From an optimization exercise on the open Yosys and OpenROAD flow, aimed at small area and a short achievable clock period; shortcuts taken in it are not production practice.
The RTL was checked by simulation tests, not by an equivalence proof against the original design.
Power figures rest on the tool's default switching activity, not on a simulated workload.

==> flow/design.v <==
module kogge_stone_carry32(
    output [31:0] c,         
    output        cout,
    input  [31:0] p,
    input  [31:0] g
);
    wire [32*6-1:0] G, P;
    assign G[31:0] = g;
    assign P[31:0] = p;
    genvar l, i;
    generate
        for (l = 0; l < 5; l = l + 1) begin : lvl
            for (i = 0; i < 32; i = i + 1) begin : bit_
                if (i >= (1 << l)) begin : comb
                    assign G[32*(l+1) + i] = G[32*l + i] | (P[32*l + i] & G[32*l + i - (1 << l)]);
                    assign P[32*(l+1) + i] = P[32*l + i] & P[32*l + i - (1 << l)];
                end else begin : pass
                    assign G[32*(l+1) + i] = G[32*l + i];
                    assign P[32*(l+1) + i] = P[32*l + i];
                end
            end
        end
    endgenerate
    assign c    = {G[32*5 +: 31], 1'b0};
    assign cout = G[32*5 + 31];
endmodule
module main(
    output [31:0] instr_out_reg_IF,
    output [31:0] PC_out_reg_IF,
    output [31:0] PC_out_reg_ID,
    output [31:0] Rs_Data_reg_ID,
    output [31:0] Rt_Data_reg_ID,
    output [31:0] ext_imm_reg_ID,
    output [4:0] rt_add_reg_ID,
    output [4:0] rd_add_reg_ID,
    output [1:0] ALUop_reg_ID,
    output RegDst_reg_ID,
    output ALUsrc_reg_ID,
    output Branch_reg_ID,
    output MemWrite_reg_ID,
    output MemRead_reg_ID,
    output MemToReg_reg_ID,
    output RegWriteFromCS_reg_ID,
    output [25:0] add_jType_ID,
    output Jump_reg_ID,
    output Branch_reg_EXE,
    output MemWrite_reg_EXE,
    output MemRead_reg_EXE,
    output MemToReg_reg_EXE,
    output RegWriteFromCS_reg_EXE,
    output zero_EXE,
    output [4:0] Destination_EXE,
    output [31:0] branchAddOut_EXE,
    output [31:0] ALUresult_EXE,
    output [31:0] Rt_Data_out_EXE,
    output [31:0] branch_out_MEM,
    output [31:0] ALUresultOut_MEM,
    output [31:0] readData_MEM,
    output PCsrc_MEM,
    output regWriteOut_MEM,
    output MemToRegOut_MEM,
    output [4:0] Destination_out_MEM,
    output [31:0] writeData_WB,
    output regWriteOut_WB,
    output [4:0] Destination_out_WB,
    output [31:0] imem_addr,
    input [31:0] imem_data,
    input clk,
    input rst
);
    function [31:0] regInit;
        input [4:0] idx;
        begin
            case (idx)
                5'd16: regInit = 32'h00000011;
                5'd17: regInit = 32'h00000012;
                5'd18: regInit = 32'h00000013;
                5'd19: regInit = 32'h00000014;
                5'd20: regInit = 32'h00000015;
                5'd21: regInit = 32'h00000016;
                5'd22: regInit = 32'h00000017;
                5'd23: regInit = 32'h00000018;
                5'd24: regInit = 32'h00000019;
                5'd25: regInit = 32'h0000001A;
                5'd26: regInit = 32'h0000001B;
                5'd27: regInit = 32'h0000001C;
                5'd28: regInit = 32'h0000001D;
                5'd29: regInit = 32'h0000001E;
                5'd30: regInit = 32'h0000001F;
                5'd31: regInit = 32'h00000010;
                default: regInit = {27'b0, idx};
            endcase
        end
    endfunction
    function [31:0] memInit;
        input [4:0] idx;
        begin
            case (idx)
                5'd16: memInit = 32'h00000011;
                5'd17: memInit = 32'h00000012;
                5'd18: memInit = 32'h00000013;
                5'd19: memInit = 32'h00000014;
                5'd20: memInit = 32'h00000015;
                5'd21: memInit = 32'h00000001;
                5'd22: memInit = 32'h00000010;
                5'd23: memInit = 32'h00000018;
                5'd24: memInit = 32'h00000019;
                5'd25: memInit = 32'h0000001A;
                5'd26: memInit = 32'h0000001B;
                5'd27: memInit = 32'h0000001C;
                5'd28: memInit = 32'h0000001D;
                5'd29: memInit = 32'h0000001E;
                5'd30: memInit = 32'h0000001F;
                5'd31: memInit = 32'h00000010;
                default: memInit = {27'b0, idx};
            endcase
        end
    endfunction
    reg  [31:0] rf_valid, dm_valid;
    wire [31:0] rf_q [0:31];
    wire [31:0] dm_q [0:31];
    wire [31:0] rf_we, dm_we;
    reg  [31:0] wdata_WB;          
    reg         regwrite_MEM;      
    reg  [4:0]  dest_MEM;          
    reg  [31:0] alu_EXE, rt_EXE;
    reg         memwrite_EXE;
    reg  [31:0] rf_wdata, dm_wdata;
    genvar w;
    generate
        for (w = 0; w < 32; w = w + 1) begin : rf
            reg [31:0] q;
            assign rf_we[w] = regwrite_MEM & (dest_MEM == w);
            always @(posedge clk)
                if (rf_we[w])
                    q <= rf_wdata;
            assign rf_q[w] = q;
        end
        for (w = 0; w < 32; w = w + 1) begin : dm
            reg [31:0] q;
            assign dm_we[w] = memwrite_EXE & (alu_EXE[4:0] == w);
            always @(posedge clk)
                if (dm_we[w])
                    q <= dm_wdata;
            assign dm_q[w] = q;
        end
    endgenerate
    wire [31:0] rf_valid_nx = rf_valid | rf_we;
    wire [31:0] dm_valid_nx = dm_valid | dm_we;
    always @(posedge clk or posedge rst) begin
        if (rst) begin
            rf_valid <= 32'b0;
            dm_valid <= 32'b0;
        end else begin
            rf_valid <= rf_valid_nx;
            dm_valid <= dm_valid_nx;
        end
    end
    reg [31:0] pc;
    reg [31:0] instr_IF, pc_IF;
    reg [31:0] rs_hit, rt_hit;
    reg        pcsrc_r;            
    reg        jump_ID;
    reg [9:0]  jt_hi_ID;
    reg [15:0] imm_ID;
    wire [4:0] rs_nx = imem_data[25:21];
    wire [4:0] rt_nx = imem_data[20:16];
    wire rs_wr = regwrite_MEM & (rs_nx == dest_MEM);
    wire rt_wr = regwrite_MEM & (rt_nx == dest_MEM);
    assign imem_addr = pc;
    assign instr_out_reg_IF = instr_IF;
    assign PC_out_reg_IF = pc_IF;
    integer k_if, k_ex;    
    always @(posedge clk or posedge rst) begin
        if (rst) begin
            pc <= 32'b0;
            instr_IF <= 32'b0;
            pc_IF <= 32'b0;
            rs_hit <= 32'b0;
            rt_hit <= 32'b0;
        end else begin
            if (pcsrc_r)
                pc <= branchAddOut_EXE;
            else if (jump_ID)
                pc <= {pc[31:28], jt_hi_ID, imm_ID, 2'b00};
            else
                pc <= pc + 32'd1;
            instr_IF <= imem_data;
            pc_IF <= pc;
            for (k_if = 0; k_if < 32; k_if = k_if + 1) begin
                rs_hit[k_if] <= (rs_nx == k_if) & (rf_valid[k_if] | rs_wr);
                rt_hit[k_if] <= (rt_nx == k_if) & (rf_valid[k_if] | rt_wr);
            end
        end
    end
    wire [5:0] opcode = instr_IF[31:26];
    wire [5:0] funct  = instr_IF[5:0];
    wire is_lw = (opcode == 6'b100011);
    wire is_sw = (opcode == 6'b101011);
    wire is_r  = (opcode == 6'b000000);
    wire is_j  = (opcode == 6'b000010);
    wire is_br = ~(is_lw | is_sw | is_r | is_j);    
    wire ext_op = ~(is_r | is_j);
    wire f_sub = (funct == 6'b100010);
    wire f_and = (funct == 6'b100100);
    wire f_or  = (funct == 6'b100101);
    wire f_slt = (funct == 6'b101010);
    wire op_and = is_r & f_and;
    wire op_or  = is_r & f_or;
    wire op_slt = is_r & f_slt;
    wire op_sub = is_br | (is_r & f_sub);
    wire op_add = ~(op_and | op_or | op_slt | op_sub);
    wire [31:0] rs_init = regInit(instr_IF[25:21]);
    wire [31:0] rt_init = regInit(instr_IF[20:16]);
    wire [32*33-1:0] rs_or, rt_or;
    assign rs_or[31:0] = (|rs_hit) ? 32'b0 : rs_init;
    assign rt_or[31:0] = (|rt_hit) ? 32'b0 : rt_init;
    generate
        for (w = 0; w < 32; w = w + 1) begin : rd
            assign rs_or[32*(w+1) +: 32] = rs_or[32*w +: 32] | ({32{rs_hit[w]}} & rf_q[w]);
            assign rt_or[32*(w+1) +: 32] = rt_or[32*w +: 32] | ({32{rt_hit[w]}} & rf_q[w]);
        end
    endgenerate
    wire [31:0] rs_val = rs_or[32*32 +: 32];
    wire [31:0] rt_val = rt_or[32*32 +: 32];
    wire op_inv = op_sub | op_slt;
    wire [31:0] a_val = rs_val ^ {32{op_inv}};
    wire [31:0] b_val = (is_lw | is_sw) ? {{16{ext_op & instr_IF[15]}}, instr_IF[15:0]} : rt_val;
    reg [31:0] pc_ID, rs_ID, rt_ID;
    reg [31:0] p_ID, g_ID;
    reg        imm_hi_ID;
    reg [4:0]  rt_add_ID;
    reg        regdst_ID, alusrc_ID, branch_ID, memwrite_ID, memread_ID, memtoreg_ID;
    reg        add_ID, sub_ID, and_ID, or_ID, slt_ID;    
    always @(posedge clk or posedge rst) begin
        if (rst) begin
            pc_ID <= 32'b0;
            rs_ID <= 32'b0;
            rt_ID <= 32'b0;
            p_ID <= 32'b0;
            g_ID <= 32'b0;
            imm_ID <= 16'b0;
            imm_hi_ID <= 1'b0;
            rt_add_ID <= 5'b0;
            jt_hi_ID <= 10'b0;
            regdst_ID <= 1'b0;
            alusrc_ID <= 1'b0;
            branch_ID <= 1'b0;
            jump_ID <= 1'b0;
            memwrite_ID <= 1'b0;
            memread_ID <= 1'b0;
            memtoreg_ID <= 1'b0;
            add_ID <= 1'b1;
            sub_ID <= 1'b0;
            and_ID <= 1'b0;
            or_ID <= 1'b0;
            slt_ID <= 1'b0;
        end else begin
            pc_ID <= pc_IF;
            rs_ID <= rs_val;
            rt_ID <= rt_val;
            p_ID <= a_val ^ b_val;
            g_ID <= a_val & b_val;
            imm_ID <= instr_IF[15:0];
            imm_hi_ID <= ext_op & instr_IF[15];
            rt_add_ID <= instr_IF[20:16];
            jt_hi_ID <= instr_IF[25:16];
            regdst_ID <= is_r;
            alusrc_ID <= is_lw | is_sw;
            branch_ID <= is_br;
            jump_ID <= is_j;
            memwrite_ID <= is_sw;
            memread_ID <= is_lw;
            memtoreg_ID <= is_lw | is_r;
            add_ID <= op_add;
            sub_ID <= op_sub;
            and_ID <= op_and;
            or_ID <= op_or;
            slt_ID <= op_slt;
        end
    end
    wire [31:0] imm_ext_ID = {{16{imm_hi_ID}}, imm_ID};
    assign PC_out_reg_ID = pc_ID;
    assign Rs_Data_reg_ID = rs_ID;
    assign Rt_Data_reg_ID = rt_ID;
    assign ext_imm_reg_ID = imm_ext_ID;
    assign rt_add_reg_ID = rt_add_ID;
    assign rd_add_reg_ID = imm_ID[15:11];
    assign ALUop_reg_ID = {regdst_ID, branch_ID};
    assign RegDst_reg_ID = regdst_ID;
    assign ALUsrc_reg_ID = alusrc_ID;
    assign Branch_reg_ID = branch_ID;
    assign MemWrite_reg_ID = memwrite_ID;
    assign MemRead_reg_ID = memread_ID;
    assign MemToReg_reg_ID = memtoreg_ID;
    assign RegWriteFromCS_reg_ID = memtoreg_ID;
    assign add_jType_ID = {jt_hi_ID, imm_ID};
    assign Jump_reg_ID = jump_ID;
    wire [31:0] p = p_ID;
    wire [31:0] g = g_ID;
    wire [31:0] c;           
    wire        cout;
    kogge_stone_carry32 carries (.c(c), .cout(cout), .p(p), .g(g));
    wire [31:0] sum = p ^ c;
    wire inv = sub_ID | slt_ID;
    wire [31:0] zk = {inv | g[30:0] | p[30:0], inv};
    wire z_arith = &(p ~^ zk);
    wire z_and = ~|g;
    wire z_or  = ~|(g | p);
    wire [31:0] alu_res = ({32{add_ID}} & sum)
                        | ({32{sub_ID}} & ~sum)
                        | ({32{and_ID}} & g)
                        | ({32{or_ID}} & (g | p))
                        | {31'b0, slt_ID & cout};
    wire alu_zero = ((add_ID | sub_ID) & z_arith) | (and_ID & z_and) | (or_ID & z_or) | (slt_ID & ~cout);
    reg [31:0] br_off;       
    reg [31:0] br_addr;      
    wire [31:0] br_p = br_off ^ pc_ID;
    wire [31:0] br_c;
    wire        br_cout;
    kogge_stone_carry32 br_carries (.c(br_c), .cout(br_cout), .p(br_p), .g(br_off & pc_ID));
    reg branch_EXE, memread_EXE, memtoreg_EXE, zero_r;
    reg [4:0] dest_EXE;
    reg [31:0] brout_EXE;
    reg [31:0] dm_hit;
    wire [4:0] da_nx = sum[4:0];
    wire da_wr = memwrite_EXE & (da_nx == alu_EXE[4:0]);    
    always @(posedge clk or posedge rst) begin
        if (rst) begin
            br_off <= 32'b0;
            br_addr <= 32'b0;
            branch_EXE <= 1'b0;
            memwrite_EXE <= 1'b0;
            memread_EXE <= 1'b0;
            memtoreg_EXE <= 1'b0;
            zero_r <= 1'b0;
            pcsrc_r <= 1'b0;
            dest_EXE <= 5'b0;
            brout_EXE <= 32'b0;
            alu_EXE <= 32'b0;
            rt_EXE <= 32'b0;
            dm_hit <= 32'b0;
        end else begin
            br_off <= {imm_ext_ID[29:0], 2'b00};
            br_addr <= br_p ^ br_c;
            branch_EXE <= branch_ID;
            memwrite_EXE <= memwrite_ID;
            memread_EXE <= memread_ID;
            memtoreg_EXE <= memtoreg_ID;
            zero_r <= alu_zero;
            pcsrc_r <= branch_ID & alu_zero;
            dest_EXE <= regdst_ID ? imm_ID[15:11] : rt_add_ID;
            brout_EXE <= br_addr;
            alu_EXE <= alu_res;
            rt_EXE <= rt_ID;
            for (k_ex = 0; k_ex < 32; k_ex = k_ex + 1)
                dm_hit[k_ex] <= memread_ID & (da_nx == k_ex) & (dm_valid[k_ex] | da_wr);
        end
    end
    always @(posedge clk)
        dm_wdata <= rt_ID;
    assign Branch_reg_EXE = branch_EXE;
    assign MemWrite_reg_EXE = memwrite_EXE;
    assign MemRead_reg_EXE = memread_EXE;
    assign MemToReg_reg_EXE = memtoreg_EXE;
    assign RegWriteFromCS_reg_EXE = memtoreg_EXE;
    assign zero_EXE = zero_r;
    assign Destination_EXE = dest_EXE;
    assign branchAddOut_EXE = brout_EXE;
    assign ALUresult_EXE = alu_EXE;
    assign Rt_Data_out_EXE = rt_EXE;
    wire [31:0] dm_init = memInit(alu_EXE[4:0]);
    wire [32*33-1:0] dm_or;
    assign dm_or[31:0] = (memread_EXE & ~|dm_hit) ? dm_init : 32'b0;
    generate
        for (w = 0; w < 32; w = w + 1) begin : mrd
            assign dm_or[32*(w+1) +: 32] = dm_or[32*w +: 32] | ({32{dm_hit[w]}} & dm_q[w]);
        end
    endgenerate
    wire [31:0] dm_val = dm_or[32*32 +: 32];
    reg [31:0] alu_MEM, rdata_MEM;
    reg memtoreg_MEM;
    always @(posedge clk or posedge rst) begin
        if (rst) begin
            alu_MEM <= 32'b0;
            rdata_MEM <= 32'b0;
            regwrite_MEM <= 1'b0;
            memtoreg_MEM <= 1'b0;
            dest_MEM <= 5'b0;
        end else begin
            alu_MEM <= alu_EXE;
            rdata_MEM <= dm_val;
            regwrite_MEM <= memtoreg_EXE;
            memtoreg_MEM <= memtoreg_EXE;
            dest_MEM <= dest_EXE;
        end
    end
    assign PCsrc_MEM = pcsrc_r;
    assign branch_out_MEM = brout_EXE;
    assign ALUresultOut_MEM = alu_MEM;
    assign readData_MEM = rdata_MEM;
    assign regWriteOut_MEM = regwrite_MEM;
    assign MemToRegOut_MEM = memtoreg_MEM;
    assign Destination_out_MEM = dest_MEM;
    always @(posedge clk or posedge rst) begin
        if (rst)
            wdata_WB <= 32'b0;
        else
            wdata_WB <= memtoreg_MEM ? alu_MEM : 32'b0;
    end
    always @(posedge clk)
        rf_wdata <= memtoreg_MEM ? alu_MEM : 32'b0;
    assign writeData_WB = wdata_WB;
    assign regWriteOut_WB = regwrite_MEM;
    assign Destination_out_WB = dest_MEM;
endmodule
==> flow/flow/run.sh <==
#!/bin/bash
# Standard ORFS layout (the standard.sh) with two changes:
#  * the port buffers that buffer_ports inserts are sky130_fd_sc_hd__buf_2
#    instead of the cell it picks by default (a clkdlybuf4s50_1 delay cell);
#    every port still gets its buffer.
#  * clock tree synthesis clusters up to 20 sinks (80 um across) per leaf buffer and inserts
#    no dummy loads.
# The make output goes to orfs_make.log; each ORFS step keeps its own log
# under orfs/logs.
set -euo pipefail
export BUFFER_PORTS_ARGS="-buffer_cell sky130_fd_sc_hd__buf_2"
export CTS_ARGS="-sink_clustering_enable -repair_clock_nets -sink_clustering_size 20 -sink_clustering_max_diameter 80 -dont_use_dummy_load"
bash standard.sh "$@" > orfs_make.log 2>&1
==> flow/standard.sh <==
#!/bin/bash
# synth_recipe.tcl (not shown) runs the flow's synth.tcl, then flattens the netlist and writes it again
# the make line also repeats each setting of config.mk as NAME=value (left out here)
make -C /OpenROAD-flow-scripts/flow DESIGN_CONFIG=/design/flow/config.mk WORK_HOME=/design/flow/orfs CLKGATE_MAP_FILE= SYNTH_SCRIPT=/design/flow/synth_recipe.tcl "${@:-finish}"
==> flow/config.mk <==
export PLATFORM = sky130hd
export DESIGN_NAME = main
export DESIGN_NICKNAME = main
export VERILOG_FILES = /design/flow/design.v
export SDC_FILE = /design/flow/constraint.sdc
export NUM_CORES = 4
export LEC_CHECK = 0
export ABC_CLOCK_PERIOD_IN_PS = 2000
export CAP_MARGIN = 20
export CORE_MARGIN = 2
export CORE_UTILIZATION = 50
export PLACE_DENSITY = 0.65
export SETUP_SLACK_MARGIN = 2.7
export SLEW_MARGIN = 20
==> flow/constraint.sdc <==
create_clock -name core_clock -period 5.5 [get_ports {clk}]
set_input_delay 1.1000 -clock core_clock [delete_from_list [all_inputs] [get_ports {clk}]]
set_output_delay 1.1000 -clock core_clock [all_outputs]
set_load 0.01 [all_outputs]
==> impl_metrics.toml, run 1 <==
[logic_synthesis]
syn-cell-area_mm2 = 0.1071
synth_common_cells = "edfxtp_1, a22oi_1, dfrtp_1, clkbuf_1, nor2_1"
synth-seq-cells = 2825
synth.avg_cell_area_um2 = 15.69
syn_inst = 6824
yosysMostFrequentCell = "edfxtp_1"
syn_nets = 6922
async_flop_share_pct = 25.24
ys_seq_area_share_pct = 75.28
ys_warn_count = 1
ys.flop_type = "edfxtp_1"
synth_edf_count = 2048
yosys.area.top_type = "edfxtp_1"
ys_top_cells_by_area = "edfxtp_1, dfrtp_1, a22oi_1"
ys_types = 85
synth_top_area_share_pct = 57.43

[power_and_ir_drop]
peakVddDrop_uv = 376.5
powerDensity_mw_per_mm2 = 332.5
p_leak_nw = 45.71
power.total_mw = 40.34

[global_route]
grt_pass1_wl_mm = 620.8
grt_max_degree = 115
grt_pass1_vias = 72487
antenna_found_initial = 43
grt_util_all_layers_pct = 41.87
grt-ovfl-total = 0

[timing]
hold_viol_final = 0
relSlewSlack_pct = 20.19
finalSetupViolCount = 0
finalCritPeriodShare_pct = 52.77
tightestPinTransition_ns = 1.196
maxSlewViolCount = 0
rsz0062_at_grt = "yes"
fmax_ghz = 0.3445
finalSetupTns_ns = 0
fin_crit_ns = 2.903
clock_skew_ns = 0.08974
holdWs_ns = 0.3370

[flow_run]
maxCapViolCount = 0

[final_layout]
drive_above_1_share_pct = 22.18
syn_to_final_growth_pct = 13.29
reg_top3 = "dm.q x1024, rf.q x1024"
post-route-util_pct = 57.09
fillCellCount = 16426
nets = 7551
design_area_mm2 = 0.1213

[cts]
numCtsBuffers = 164
cts.htree.levels = 4
cts_root_buffer = "clkbuf_16"
cts.path.max_buffers = 3
path_clk_slew_ns = 0.09
cts_sinks = 2825
clk_latency_ns = 0.89
cts_tree = "yes"
hold_buffers = 0

[die]
fp.coreArea_mm2 = 0.2125
start_util_pct = 50.39
chipWidth_um = 466.8
rows = 169
die_y_um = 466.8
fp.dieArea_mm2 = 0.2179
io_pins = 553

[worst_setup_path]
worst-path-max-fanout = 17
path_buf_inv = 1
start_kind = "flop"
critPathTopFamily = "simple AND/OR/NAND/NOR gates"
required_ns = 6.18
worstSetupEndpointType = "flop"
worstPathCellList = "buf_4, nor4_1, nand4_1, nor4_1, nand4_1, o21ai_0"
critPathKind = "reg2reg"
max_stage_delay_ns = 0.64
cp_slowest_cell = "dfrtp_2"
cp.arrival_ns = 3.58

[routing]
dr_total_vias = 77303
drc = 0
wire_per_inst_um = 45.08
ant_nets = 0
drt_wl_total_mm = 465.2
avgViaCountPerCell = 7.491
drtIter0Drc = 15740
dr.pass1.iters = 13

[placement]
place.gp.congestion = 0.9923
portBuffers = 552
placed_area_mm2 = 0.1135
hpwl_mm = 267.4

[run_status]
status = "no timing/DRC/antenna violations"

[worst_hold_path]
holdCritPathClass = "reg2reg"
-- logic make-up (layout without fill, tap and decap cells) --
group                    Yosys count  after routing  synth area share, %
flip-flops                      2825           2825                75.28
adder cells (fa/ha/maj)           64             64               0.7547
multiplexers                      38             38               0.3704
XOR/XNOR                         118            118               0.9650
buffers and inverters            574           1199                2.340
AND/OR/NAND/NOR                 1225           1227                6.110
other                              0             47                    0
AO/OA/AOI/OAI                   1980           1980                14.18
-- power breakdown --
group | internal (mW) | total, mW | switching, mW | leakage, nW
sequential | 23.5 | 24.7 | 1.19 | 29.0
clock | 5.29 | 12.0 | 6.68 | 2.02
combinational | 1.43 | 3.68 | 2.25 | 14.7
-- cell type report --
type / count / area, um2 / area share [%]
Sequential cell: 2825 / 80980 / 66.74
Multi-Input combinational cell: 3427 / 25360 / 20.90
Timing Repair Buffer: 999 / 7099 / 5.851
Clock buffer: 164 / 4104 / 3.382
Tap cell: 2821 / 3530 / 2.909
Inverter: 35 / 138.9 / 0.1145
Antenna cell: 47 / 117.6 / 0.09694
Timing Repair inverter: 1 / 5.005 / 0.004125
-- per-stage QoR --
step / setup WS, ns / cells
final: 2.597 / 10319
after global routing: 2.534 / 10294
after CTS: 2.538 / 10181
after detailed placement: 2.002 / 9875
after global placement: 1.787 / 9871
after floorplan: -5.363 / 6824
-- final timing paths --
path / cells after the start / slack [ns] / to / from
worst max-delay path: 6 / 2.60 / rdata_MEM[4]$_DFF_PP0_ / dm_hit[31]$_DFF_PP0_
worst min-delay path: 0 / 0.34 / brout_EXE[27]$_DFF_PP0_ / br_addr[27]$_DFF_PP0_
worst max register to register: 6 / 2.60 / rdata_MEM[4]$_DFF_PP0_ / dm_hit[31]$_DFF_PP0_
worst min register to register: 0 / 0.34 / brout_EXE[27]$_DFF_PP0_ / br_addr[27]$_DFF_PP0_
max in group asynchronous: 4 / 3.65 / p_ID[16]$_DFF_PP0_ / rst
min in group asynchronous: 2 / 0.44 / instr_IF[9]$_DFF_PP0_ / rst
-- per-layer routing --
layer | GRT usage (%) | wire length [um] | vias up
li1 | - | - | 28542
met1 | 52.63 | 156900 | 38788
met2 | 62.37 | 203700 | 7741
met3 | 13.79 | 64970 | 2212
met4 | 27.00 | 39270 | 20
met5 | 0.6148 | 358 | -
-- cells in the final DEF, fill, tap and decap left out, drive strengths merged, types with 85 or more instances in the layout --
master,n
or4,85
a22o,187
edfxtp,2048
buf,995
nand4,230
a21oi,92
dfrtp,712
a221oi,186
nand2,133
a22oi,1169
clkbuf,165
nand3,216
nor2,256
o21ai,120
-- repair_timing --
action / 4_1_cts / 5_1_grt
setup endpoints to repair: 1860 / 254
pin swaps: 67 / 48
buffers inserted: 136 / 90
resized for setup: 244 / 129
cloned: 6 / 1
==> inputs of run 2 (changes only) <==
--- a/flow/design.v
+++ b/flow/design.v
@@ -127,3 +127,2 @@
     reg         memwrite_EXE;
-    reg  [31:0] rf_wdata, dm_wdata;
     genvar w;
@@ -135,3 +134,3 @@
                 if (rf_we[w])
-                    q <= rf_wdata;
+                    q <= wdata_WB;
             assign rf_q[w] = q;
@@ -143,3 +142,3 @@
                 if (dm_we[w])
-                    q <= dm_wdata;
+                    q <= rt_EXE;
             assign dm_q[w] = q;
@@ -359,4 +358,2 @@
     end
-    always @(posedge clk)
-        dm_wdata <= rt_ID;
     assign Branch_reg_EXE = branch_EXE;
@@ -410,4 +407,2 @@
     end
-    always @(posedge clk)
-        rf_wdata <= memtoreg_MEM ? alu_MEM : 32'b0;
     assign writeData_WB = wdata_WB;
--- a/flow/flow/run.sh
+++ b/flow/flow/run.sh
@@ -5,3 +5,3 @@
 #    every port still gets its buffer.
-#  * clock tree synthesis clusters up to 20 sinks (80 um across) per leaf buffer and inserts
+#  * clock tree synthesis clusters up to 25 sinks (100 um across) per leaf buffer and inserts
 #    no dummy loads.
@@ -11,3 +11,3 @@
 export BUFFER_PORTS_ARGS="-buffer_cell sky130_fd_sc_hd__buf_2"
-export CTS_ARGS="-sink_clustering_enable -repair_clock_nets -sink_clustering_size 20 -sink_clustering_max_diameter 80 -dont_use_dummy_load"
+export CTS_ARGS="-sink_clustering_enable -repair_clock_nets -sink_clustering_size 25 -sink_clustering_max_diameter 100 -dont_use_dummy_load"
 bash standard.sh "$@" > orfs_make.log 2>&1
==> run 2 against run 1 <==
Compared with the run above: fmax down 1.8%; sequential share of layout area about the same; count of clock-buffer cells in the layout down 33; synthesized cell count down 0.92%; combinational power up 9.0%; critical endpoint is now Rt_Data_out_EXE[1].
==> impl_metrics.toml, run 2 <==
[final_layout]
design_area_mm2 = 0.1194
final_common_cell = "edfxtp_1"
syn_to_final_growth_pct = 12.89
nets = 7472
reg_top3 = "dm.q x1024, rf.q x1024"
layout_common_cells = "edfxtp_1, a22oi_1, buf_2, dfrtp_1, buf_4"
fin_cells = 10220
drive_above_1_share_pct = 21.95

[worst_setup_path]
critPathKind = "reg2out"
max_stage_delay_ns = 0.71
cp_slowest_cell = "dfrtp_4"
path_buf_inv = 1
worst-path-max-fanout = 33
start_kind = "flop"
required_ns = 4.40
worstSetupEndpointType = "output port"
cp.arrival_ns = 1.86
critPathTopFamily = "flip-flops"
worstPathCellList = "buf_2"

[power_and_ir_drop]
p_sw_mw = 9.893
pwr-share-comb_pct = 10.3
power.total_mw = 38.82
peakVddDrop_uv = 372.0
p_leak_nw = 44.23
seqPwrFrac_pct = 62.3
swShare_pct = 25.49
p_int_mw = 28.92
powerDensity_mw_per_mm2 = 325.1
power_frac_clock_pct = 27.4

[placement]
place.gp.congestion = 0.9594
place_inst = 9817
portBuffers = 552
hpwl_mm = 247.6
placed_area_mm2 = 0.1122

[logic_synthesis]
yosysMostFrequentCell = "edfxtp_1"
synth_common_cells = "edfxtp_1, a22oi_1, dfrtp_1, clkbuf_1, nor2_1"
ys_types = 90
synth.avg_cell_area_um2 = 15.64
async_flop_share_pct = 25.82
yosys.area.top_type = "edfxtp_1"
synth-seq-cells = 2761
ys_top_cells_by_area = "edfxtp_1, dfrtp_1, a22oi_1"
syn_nets = 6859
ys_seq_area_share_pct = 75.02
ys.flop_type = "edfxtp_1"
syn_inst = 6761
ys_warn_count = 1
syn-cell-area_mm2 = 0.1058
synth_top_area_share_pct = 58.15
synth_edf_count = 2048

[run_status]
status = "no timing/DRC/antenna violations"

[timing]
hold_viol_final = 0
relSlewSlack_pct = 21.17
fin_crit_ns = 2.957
clock_skew_ns = 0.08868
tightestPinTransition_ns = 1.182
rsz0062_at_grt = "yes"
maxSlewViolCount = 0
finalCritPeriodShare_pct = 53.77
fmax_ghz = 0.3382
finalSetupViolCount = 0

[global_route]
grt_util_all_layers_pct = 40.64
grt_max_degree = 155
grt_pass1_wl_mm = 600.6
grt_pass1_vias = 72047
antenna_found_initial = 31
grt-ovfl-total = 0

[die]
fp.coreArea_mm2 = 0.2100
fp.dieArea_mm2 = 0.2152
chipWidth_um = 463.9
die_y_um = 463.9
io_pins = 553
start_util_pct = 50.37
rows = 168

[cts]
path_clk_slew_ns = 0.11
cts_root_buffer = "clkbuf_16"
cts_sinks = 2761
clk_latency_ns = 0.85
cts.path.max_buffers = 3
cts.htree.levels = 4
numCtsBuffers = 131
cts_tree = "yes"

[routing]
dr_total_vias = 77130
drt_wl_total_mm = 451.8
avgViaCountPerCell = 7.547
drtIter0Drc = 15482
drc = 0
dr.pass1.iters = 16
wire_per_inst_um = 44.21
ant_nets = 0

[flow_run]
maxCapViolCount = 0

[worst_hold_path]
holdCritPathClass = "in2reg"
run 2: path summary, 6_finish.rpt:
check	from	end	slack [ns]	cells past startpoint
hold reg to reg	br_addr[10]$_DFF_PP0_	brout_EXE[10]$_DFF_PP0_	0.35	0
setup reg to reg	pc_ID[2]$_DFF_PP0_	br_addr[26]$_DFF_PP0_	2.60	15
max in group asynchronous	rst	rt_hit[21]$_DFF_PP0_	3.52	3
min in group asynchronous	rst	pc[11]$_DFF_PP0_	0.43	2
setup / recovery	rt_EXE[1]$_DFF_PP0_	Rt_Data_out_EXE[1]	2.54	1
hold / removal	imem_data[30]	instr_IF[30]$_DFF_PP0_	0.35	1
run 2: cell families after synthesis:
group / count (synthesis) / share of synthesized area [%]
AOI/OAI and AO/OA: 2000 / 14.47
DFF: 2761 / 75.02
and+or+nand+nor: 1225 / 6.193
buffers and inverters: 570 / 2.359
muxes: 18 / 0.1763
xor gates and xnor gates: 123 / 1.019
adders and majority gates: 64 / 0.7642
run 2: timing repair:
action / 4_1_cts / 5_1_grt
hold buffers: 0 / 0
resized for setup: 301 / 170
pin swaps: 56 / 43
endpoints found under the setup margin: 1561 / 298
setup buffers: 150 / 74
gates cloned: 1 / 4
run 2: through the flow:
step	TNS [ns]	util (%)	hold WS (ns)	worst slack (ns)
after floorplan	-3821.05	-	0.3312	-5.363
final	0	56.86	0.3532	2.543
after detailed placement	0	53.45	0.3347	2.046
after CTS	0	56.18	0.3404	2.392
after global routing	0	56.81	0.3505	2.463
after global placement	0	53.42	0.3325	2.114
run 2: cell type report:
class	instances	area, um2
antenna	43	107.6
clock buffer	131	3278
fill	16235	90600
inverter	28	113.9
multi-input combinational	3431	25180
sequential	2761	79700
tap	2805	3510
timing repair buffer	1021	7508
run 2: metal layers:
metal,up-vias,track usage [%],wire (um)
met4,29,24.83,39210
met2,8062,60.04,193000
met5,-,0.08913,490
met1,38378,50.45,147800
li1,28321,-,-
met3,2340,15.85,71350
run 2: power by group through the flow:
stage	sequential (mW)	clock [mW]	combinational, mW
4_1_cts	24.1	10.6	3.78
3_3_place_gp	24.6	0	3.39
3_5_place_dp	24.6	0	3.43
6_report	24.2	10.6	4.01
5_1_grt	24.2	11.2	4.24
2_1_floorplan	24.3	0	1.83
==> inputs of run 3 (changes only) <==
--- a/flow/config.mk
+++ b/flow/config.mk
@@ -10,4 +10,4 @@
 export CORE_MARGIN = 2
-export CORE_UTILIZATION = 50
-export PLACE_DENSITY = 0.65
+export CORE_UTILIZATION = 55
+export PLACE_DENSITY = 0.7
 export SETUP_SLACK_MARGIN = 2.7
==> run 3 against run 2 <==
Compared with the run above: first-iteration DRC count rose by 9.0%; register-to-register slack got worse by 0.06 ns; count of clock-buffer cells in the layout fell by 1; area after synthesis unchanged; non-clock buffer count increased by 1; setup slack better by 0.0012 ns; critical path depth up 6; fmax barely moved; largest power group unchanged; highest routed layer unchanged.
==> impl_metrics.toml, run 3 <==
[run_status]
status = "no timing/DRC/antenna violations"

[final_layout]
nets = 7472
design_area_mm2 = 0.1188
layout_common_cells = "edfxtp_1, a22oi_1, buf_2, dfrtp_1, buf_4"
drive_above_1_share_pct = 21.79
reg_top3 = "dm.q x1024, rf.q x1024"
fillCellCount = 13801
syn_to_final_growth_pct = 12.36
final_common_cell = "edfxtp_1"
post-route-util_pct = 62.35
fin_cells = 9905

[flow_run]
maxCapViolCount = 0

[timing]
fin_crit_ns = 2.956
relSlewSlack_pct = 14.25
setup_ws_ns = 2.544
clock_skew_ns = 0.09363
tightestPinTransition_ns = 1.285
maxSlewViolCount = 0
hold_viol_final = 0
finalCritPeriodShare_pct = 53.75
holdWs_ns = 0.3548
rsz0062_at_grt = "yes"
fmax_ghz = 0.3383
finalSetupTns_ns = 0
finalSetupViolCount = 0

[routing]
wire_per_inst_um = 44.43
dr.pass1.iters = 15
drtIter0Drc = 16870
dr_total_vias = 77730
drc = 0
avgViaCountPerCell = 7.848
ant_nets = 0
drt_wl_total_mm = 440.0

[worst_setup_path]
required_ns = 6.19
cp.arrival_ns = 3.65
critPathKind = "reg2reg"
start_kind = "flop"
worst-path-max-fanout = 26
worstSetupEndpointType = "flop"
rr_worst_depth = 7

[cts]
cts.htree.levels = 4
numCtsBuffers = 130
cts_root_buffer = "clkbuf_16"
clk_latency_ns = 0.86
cts.path.max_buffers = 3
hold_buffers = 0
path_clk_slew_ns = 0.10
cts_tree = "yes"
cts_sinks = 2761

[worst_hold_path]
whs_path_depth = 0
holdCritPathClass = "reg2reg"

[logic_synthesis]
syn_inst = 6761
ys_seq_area_share_pct = 75.02
ys_top_cells_by_area = "edfxtp_1, dfrtp_1, a22oi_1"
ys_types = 90
yosysMostFrequentCell = "edfxtp_1"
synth_common_cells = "edfxtp_1, a22oi_1, dfrtp_1, clkbuf_1, nor2_1"
yosys.area.top_type = "edfxtp_1"
async_flop_share_pct = 25.82
synth.avg_cell_area_um2 = 15.64
ys_warn_count = 1
ys.flop_type = "edfxtp_1"
synth_edf_count = 2048
synth-seq-cells = 2761
syn_nets = 6859
synth_top_area_share_pct = 58.15
syn-cell-area_mm2 = 0.1058

[global_route]
grt-ovfl-total = 0
grt_pass1_wl_mm = 586.4
grt_util_all_layers_pct = 43.44
grt_max_degree = 144
grt_pass1_vias = 72299
antenna_found_initial = 28

[die]
rows = 160
io_pins = 553
die_y_um = 442.5
start_util_pct = 55.50
chipWidth_um = 442.5
fp.coreArea_mm2 = 0.1906
fp.dieArea_mm2 = 0.1958

[placement]
place.gp.congestion = 1.001
pre_cts_slack_ns = 2.073
place_inst = 9521
placed_area_mm2 = 0.1118
hpwl_mm = 243.1
portBuffers = 552

[power_and_ir_drop]
peakVddDrop_uv = 356.5
p_leak_nw = 44.25
powerDensity_mw_per_mm2 = 325.6
power.total_mw = 38.69
==> run 3: cell count changes in the layout (fill, tap and decap cells not counted), sizes merged <==
cell,delta
buf,-1
bufbuf,+2
clkbuf,-1
clkinv,+1
diode,-21
inv,-1
==> run 3: logic make-up after synthesis <==
| logic type | Yosys count | share of synthesized area [%] |
|---|---|---|
| AO/OA/AOI/OAI | 2000 | 14.47 |
| XOR/XNOR | 123 | 1.019 |
| adder cells (fa/ha/maj) | 64 | 0.7642 |
| buffers and inverters | 570 | 2.359 |
| flip-flops | 2761 | 75.02 |
| multiplexers | 18 | 0.1763 |
| AND/OR/NAND/NOR | 1225 | 6.193 |
==> run 3: worst max-delay path, cell delays in order (launching register included) <==
cell	delay [ns]
dfrtp_2	0.57
buf_6	0.35
a22oi_1	0.29
nand4_1	0.20
nor4_2	0.67
o21ai_4	0.21
xnor2_1	0.18
ha_1	0.32
==> run 3: worst paths after layout <==
path	slack, ns	from	endpoint
min in group asynchronous	0.44	rst	pc[25]$_DFF_PP0_
max in group asynchronous	3.51	rst	wdata_WB[16]$_DFF_PP0_
setup reg to reg	2.54	rs_hit[2]$_DFF_PP0_	p_ID[3]$_DFF_PP0_
hold reg to reg	0.35	br_addr[30]$_DFF_PP0_	brout_EXE[30]$_DFF_PP0_
hold / removal	0.35	br_addr[30]$_DFF_PP0_	brout_EXE[30]$_DFF_PP0_
setup / recovery	2.54	rs_hit[2]$_DFF_PP0_	p_ID[3]$_DFF_PP0_
==> run 3: what timing repair did <==
item,in CTS,in global routing
gates cloned,2,7
endpoints found under the setup margin,1024,298
pin swaps,57,52
resized for setup,302,153
setup buffers,116,106
==> run 3: power breakdown <==
part           leakage (nW)  internal, mW  total [mW]  switching [mW]
Clock                  1.60          4.25        10.5            6.30
Combinational          14.7          1.50        3.95            2.45
Sequential             27.9          23.1        24.2            1.09
Total                  44.2          28.9        38.7            9.84
==> run 3: layout make-up <==
cell class                 instances  area (um2)  area share [%]
antenna                           22       55.05         0.04633
tap                             2511        3142           2.644
sequential                      2761       79720           67.09
timing repair buffer            1022        7425           6.248
inverter                          28       108.9         0.09160
multi-input combinational       3431       25130           21.15
clock buffer                     130        3253           2.738
==> run 3: metal layers <==
metal	up-vias	track usage, %	routed length [um]
li1	28290	-	-
met4	26	29.83	42100
met2	8614	63.49	186700
met5	-	0.5128	390
met3	2743	17.92	72740
met1	38057	52.64	138100
==> inputs of run 4 (changes only) <==
--- a/flow/design.v
+++ b/flow/design.v
@@ -121,3 +121,3 @@
     wire [31:0] dm_q [0:31];
-    wire [31:0] rf_we, dm_we;
+    reg  [31:0] rf_we, dm_we;
     reg  [31:0] wdata_WB;          
@@ -127,2 +127,3 @@
     reg         memwrite_EXE;
+    reg  [31:0] rf_wdata, dm_wdata;
     genvar w;
@@ -131,6 +132,5 @@
             reg [31:0] q;
-            assign rf_we[w] = regwrite_MEM & (dest_MEM == w);
             always @(posedge clk)
                 if (rf_we[w])
-                    q <= wdata_WB;
+                    q <= rf_wdata;
             assign rf_q[w] = q;
@@ -139,6 +139,5 @@
             reg [31:0] q;
-            assign dm_we[w] = memwrite_EXE & (alu_EXE[4:0] == w);
             always @(posedge clk)
                 if (dm_we[w])
-                    q <= rt_EXE;
+                    q <= dm_wdata;
             assign dm_q[w] = q;
@@ -171,3 +170,3 @@
     assign PC_out_reg_IF = pc_IF;
-    integer k_if, k_ex;    
+    integer k_if, k_ex, k_mem;    
     always @(posedge clk or posedge rst) begin
@@ -341,2 +340,3 @@
             dm_hit <= 32'b0;
+            dm_we <= 32'b0;
         end else begin
@@ -354,6 +354,10 @@
             rt_EXE <= rt_ID;
-            for (k_ex = 0; k_ex < 32; k_ex = k_ex + 1)
+            for (k_ex = 0; k_ex < 32; k_ex = k_ex + 1) begin
                 dm_hit[k_ex] <= memread_ID & (da_nx == k_ex) & (dm_valid[k_ex] | da_wr);
+                dm_we[k_ex] <= memwrite_ID & (da_nx == k_ex);
+            end
         end
     end
+    always @(posedge clk)
+        dm_wdata <= rt_ID;
     assign Branch_reg_EXE = branch_EXE;
@@ -386,2 +390,3 @@
             dest_MEM <= 5'b0;
+            rf_we <= 32'b0;
         end else begin
@@ -392,2 +397,4 @@
             dest_MEM <= dest_EXE;
+            for (k_mem = 0; k_mem < 32; k_mem = k_mem + 1)
+                rf_we[k_mem] <= memtoreg_EXE & (dest_EXE == k_mem);
         end
@@ -407,2 +414,4 @@
     end
+    always @(posedge clk)
+        rf_wdata <= memtoreg_MEM ? alu_MEM : 32'b0;
     assign writeData_WB = wdata_WB;
--- a/flow/config.mk
+++ b/flow/config.mk
@@ -10,4 +10,4 @@
 export CORE_MARGIN = 2
-export CORE_UTILIZATION = 55
-export PLACE_DENSITY = 0.7
+export CORE_UTILIZATION = 50
+export PLACE_DENSITY = 0.65
 export SETUP_SLACK_MARGIN = 2.7
==> run 4 against run 3 <==
Compared with the run above: still clean; flip-flop and latch count up 128; via count fell by 2.6%; wire length grew 1.1%; synthesized cell count grew 2.2%; register-to-register slack better by 0.08 ns; fmax rose by 2.7%; total power increased by 1.4%; die area grew 13%; final cell count up 2.7%; largest cell class unchanged.
==> impl_metrics.toml, run 4 <==
[run_status]
status = "no timing/DRC/antenna violations"

[routing]
drtIter0Drc = 14987
drt_wl_total_mm = 445.0
dr.pass1.iters = 13
wire_per_inst_um = 43.73
avgViaCountPerCell = 7.440
drc = 0
dr_total_vias = 75713
ant_nets = 0

[die]
fp.dieArea_mm2 = 0.2210
die_y_um = 470.1
fp.coreArea_mm2 = 0.2165
io_pins = 553
start_util_pct = 50.17
chipWidth_um = 470.1
rows = 171

[worst_setup_path]
path_buf_inv = 1
worst-path-max-fanout = 33
rr_worst_depth = 7
required_ns = 6.23
start_kind = "flop"
crit_path_end = "p_ID[12]$_DFF_PP0_"
worstSetupEndpointType = "flop"
cp_slowest_cell = "or4_1"
critPathKind = "reg2reg"
cp.arrival_ns = 3.61
r2r_start = "rs_hit[20]$_DFF_PP0_"
worstPathCellList = "buf_4, a22o_1, a221oi_1, nand3_1, or4_1, xnor2_1, ha_1"
crit_cells = 7
max_stage_delay_ns = 0.71
startpoint = "rs_hit[20]$_DFF_PP0_"
ff2ff_setup_slack_ns = 2.62
critPathTopFamily = "simple AND/OR/NAND/NOR gates"
r2r_end = "p_ID[12]$_DFF_PP0_"

[logic_synthesis]
ys_top_cells_by_area = "edfxtp_1, dfrtp_1, a22oi_1"
synth.avg_cell_area_um2 = 15.72
synth-seq-cells = 2889
synth-simple-area-share_pct = 6.360
synth_top_family_by_area = "compound AO/OA/AOI/OAI gates"
synthMuxAreaShare_pct = 0.5022
synth_top_area_share_pct = 56.61
syn_nets = 7009
ys.flop_type = "edfxtp_1"
yosys.area.top_type = "edfxtp_1"
ys_warn_count = 1
syn-cell-area_mm2 = 0.1086
synth-xor-area-share_pct = 1.032
syn_inst = 6911
synth_compound_area_share_pct = 13.39
yosysMostFrequentCell = "edfxtp_1"
ys_seq_area_share_pct = 75.69
ys_types = 84
synth_common_cells = "edfxtp_1, a22oi_1, dfrtp_1, clkbuf_1, nor2_1"
synthAdderAreaFrac_pct = 0.7440
async_flop_share_pct = 26.90
synth_edf_count = 2048

[cts]
numCtsBuffers = 138
cts.htree.levels = 4
cts_tree = "yes"
path_clk_slew_ns = 0.10
cts.path.max_buffers = 3
cts_root_buffer = "clkbuf_16"
clk_latency_ns = 0.86
cts_sinks = 2889

[final_layout]
drive_above_1_share_pct = 18.78
post-route-util_pct = 55.06
reg_top3 = "dm.q x1024, rf.q x1024"
syn_to_final_growth_pct = 9.742
layout_common_cells = "edfxtp_1, a22oi_1, buf_2, dfrtp_1, nor2_1"
fin_cells = 10177
final_common_cell = "edfxtp_1"
nets = 7400

[placement]
place.gp.congestion = 0.9575
place_inst = 9947
portBuffers = 552
hpwl_mm = 239.4

[timing]
clock_skew_ns = 0.08095
fmax_ghz = 0.3476
fin_crit_ns = 2.877
relSlewSlack_pct = 20.29
rsz0062_at_grt = "yes"
finalCritPeriodShare_pct = 52.31
hold_viol_final = 0
finalSetupTns_ns = 0
tightestPinTransition_ns = 1.196
maxSlewViolCount = 0
finalSetupViolCount = 0

[power_and_ir_drop]
powerDensity_mw_per_mm2 = 329.0
p_leak_nw = 43.74
peakVddDrop_uv = 316.3

[worst_hold_path]
holdCritPathClass = "reg2reg"
whs_path_depth = 0

[global_route]
grt_max_degree = 125
antenna_found_initial = 45
grt_pass1_vias = 71390
grt_pass1_wl_mm = 594.4
grt_util_all_layers_pct = 39.13
grt-ovfl-total = 0

[flow_run]
maxCapViolCount = 0
run 4: cell type report:
class / instances / area [um2]
inverter: 29 / 112.6
tap: 2854 / 3571
antenna: 23 / 57.56
multi-input combinational: 3457 / 24460
fill: 17076 / 97310
clock buffer: 138 / 3453
timing repair buffer: 787 / 4937
sequential: 2889 / 82620
run 4: routing by layer:
layer	share of wire [%]	GRT usage (%)	wire, um	up-vias
met1	33	48.94	148300	38063
met3	15	13.13	64800	2047
met4	7.7	23.46	34470	36
li1	-	-	-	28222
met5	0.049	0	219	-
met2	44	59.31	197200	7345
run 4: worst min path at each step:
stage / to / slack (ns) / start
6_report: brout_EXE[20]$_DFF_PP0_ / 0.35 / br_addr[20]$_DFF_PP0_
5_1_grt: instr_IF[1]$_DFF_PP0_ / 0.34 / imem_data[1]
4_1_cts: instr_IF[1]$_DFF_PP0_ / 0.32 / imem_data[1]
3_5_place_dp: brout_EXE[20]$_DFF_PP0_ / 0.33 / br_addr[20]$_DFF_PP0_
3_3_place_gp: brout_EXE[29]$_DFF_PP0_ / 0.33 / br_addr[29]$_DFF_PP0_
2_1_floorplan: brout_EXE[0]$_DFF_PP0_ / 0.33 / br_addr[0]$_DFF_PP0_
run 4: cell families (layout without fill, tap and decap cells):
kind of cell / count (synthesis) / in the layout
AO/OA/AOI/OAI: 1909 / 1909
adder cells (fa/ha/maj): 64 / 64
XOR/XNOR: 128 / 128
AND/OR/NAND/NOR: 1305 / 1305
flip-flops: 2889 / 2889
other: 0 / 23
buffers and inverters: 565 / 954
multiplexers: 51 / 51
run 4: power breakdown:
| group | internal (mW) | switching, mW | total (mW) |
|---|---|---|---|
| clock network | 4.50 | 6.62 | 11.1 |
| registers | 23.9 | 0.989 | 24.9 |
| logic | 1.27 | 1.98 | 3.25 |
run 4: metrics by stage:
step | hold slack, ns | total power, mW | area, um2 | setup WS, ns
2_1_floorplan | 0.3312 | 26.67 | 108600 | -6.258
3_3_place_gp | 0.3334 | 28.27 | 114200 | 2.196
3_5_place_dp | 0.3347 | 28.29 | 114200 | 2.175
4_1_cts | 0.3216 | 39.04 | 118500 | 2.666
5_1_grt | 0.3360 | 40.18 | 119200 | 2.673
6_report | 0.3547 | 39.22 | 119200 | 2.623
run 4: repair_timing:
item | CTS | global route
buffers inserted | 35 | 32
gates cloned | 0 | 1
gates resized for setup | 165 | 91
pin swaps | 8 | 11
endpoints found under the setup margin | 202 | 86
hold buffers | 0 | 0

-- re-timing with driven ports --
In the flow no input, the clock included, has a driving cell. The finished layouts below were timed again as built, in two steps. Step 1 sets driving cells, clkbuf_16 on the clock port and buf_2 on the other inputs (assumed; they add their load-dependent delay and slew). Step 2 adds t to the input delays and takes it off the output delays; t is the mean of the earliest and latest rising clock arrival at the registers after step 1. Input paths then give back, and output paths get back, about the clock's delay inside the block. Three values: no drivers, after step 1, after step 2; two values: the first two.
| run | shift t [ns] | setup WS [ns] | hold slack, ns | clock arrival spread, ns | worst slew at a driven data input, ns |
|---|---|---|---|---|---|
| run 1 | 0.934 | 2.597 / 2.597 / 1.987 | 0.337 / 0.285 / 0.337 | 0.090 / 0.090 | 0.13 |
| run 2 | 0.896 | 2.543 / 2.452 / 2.591 | 0.353 / 0.302 / 0.354 | 0.097 / 0.096 | 0.29 |
| run 3 | 0.910 | 2.544 / 2.544 / 2.211 | 0.355 / 0.300 / 0.355 | 0.103 / 0.103 | 0.05 |
| run 4 | 0.914 | 2.623 / 2.623 / 2.479 | 0.355 / 0.296 / 0.355 | 0.085 / 0.085 | 0.12 |
After both steps every run listed still meets setup and hold. For run 1, which loses most, drivers alone change the setup slack by 0.000 ns; drivers and shift together by -0.610 ns.
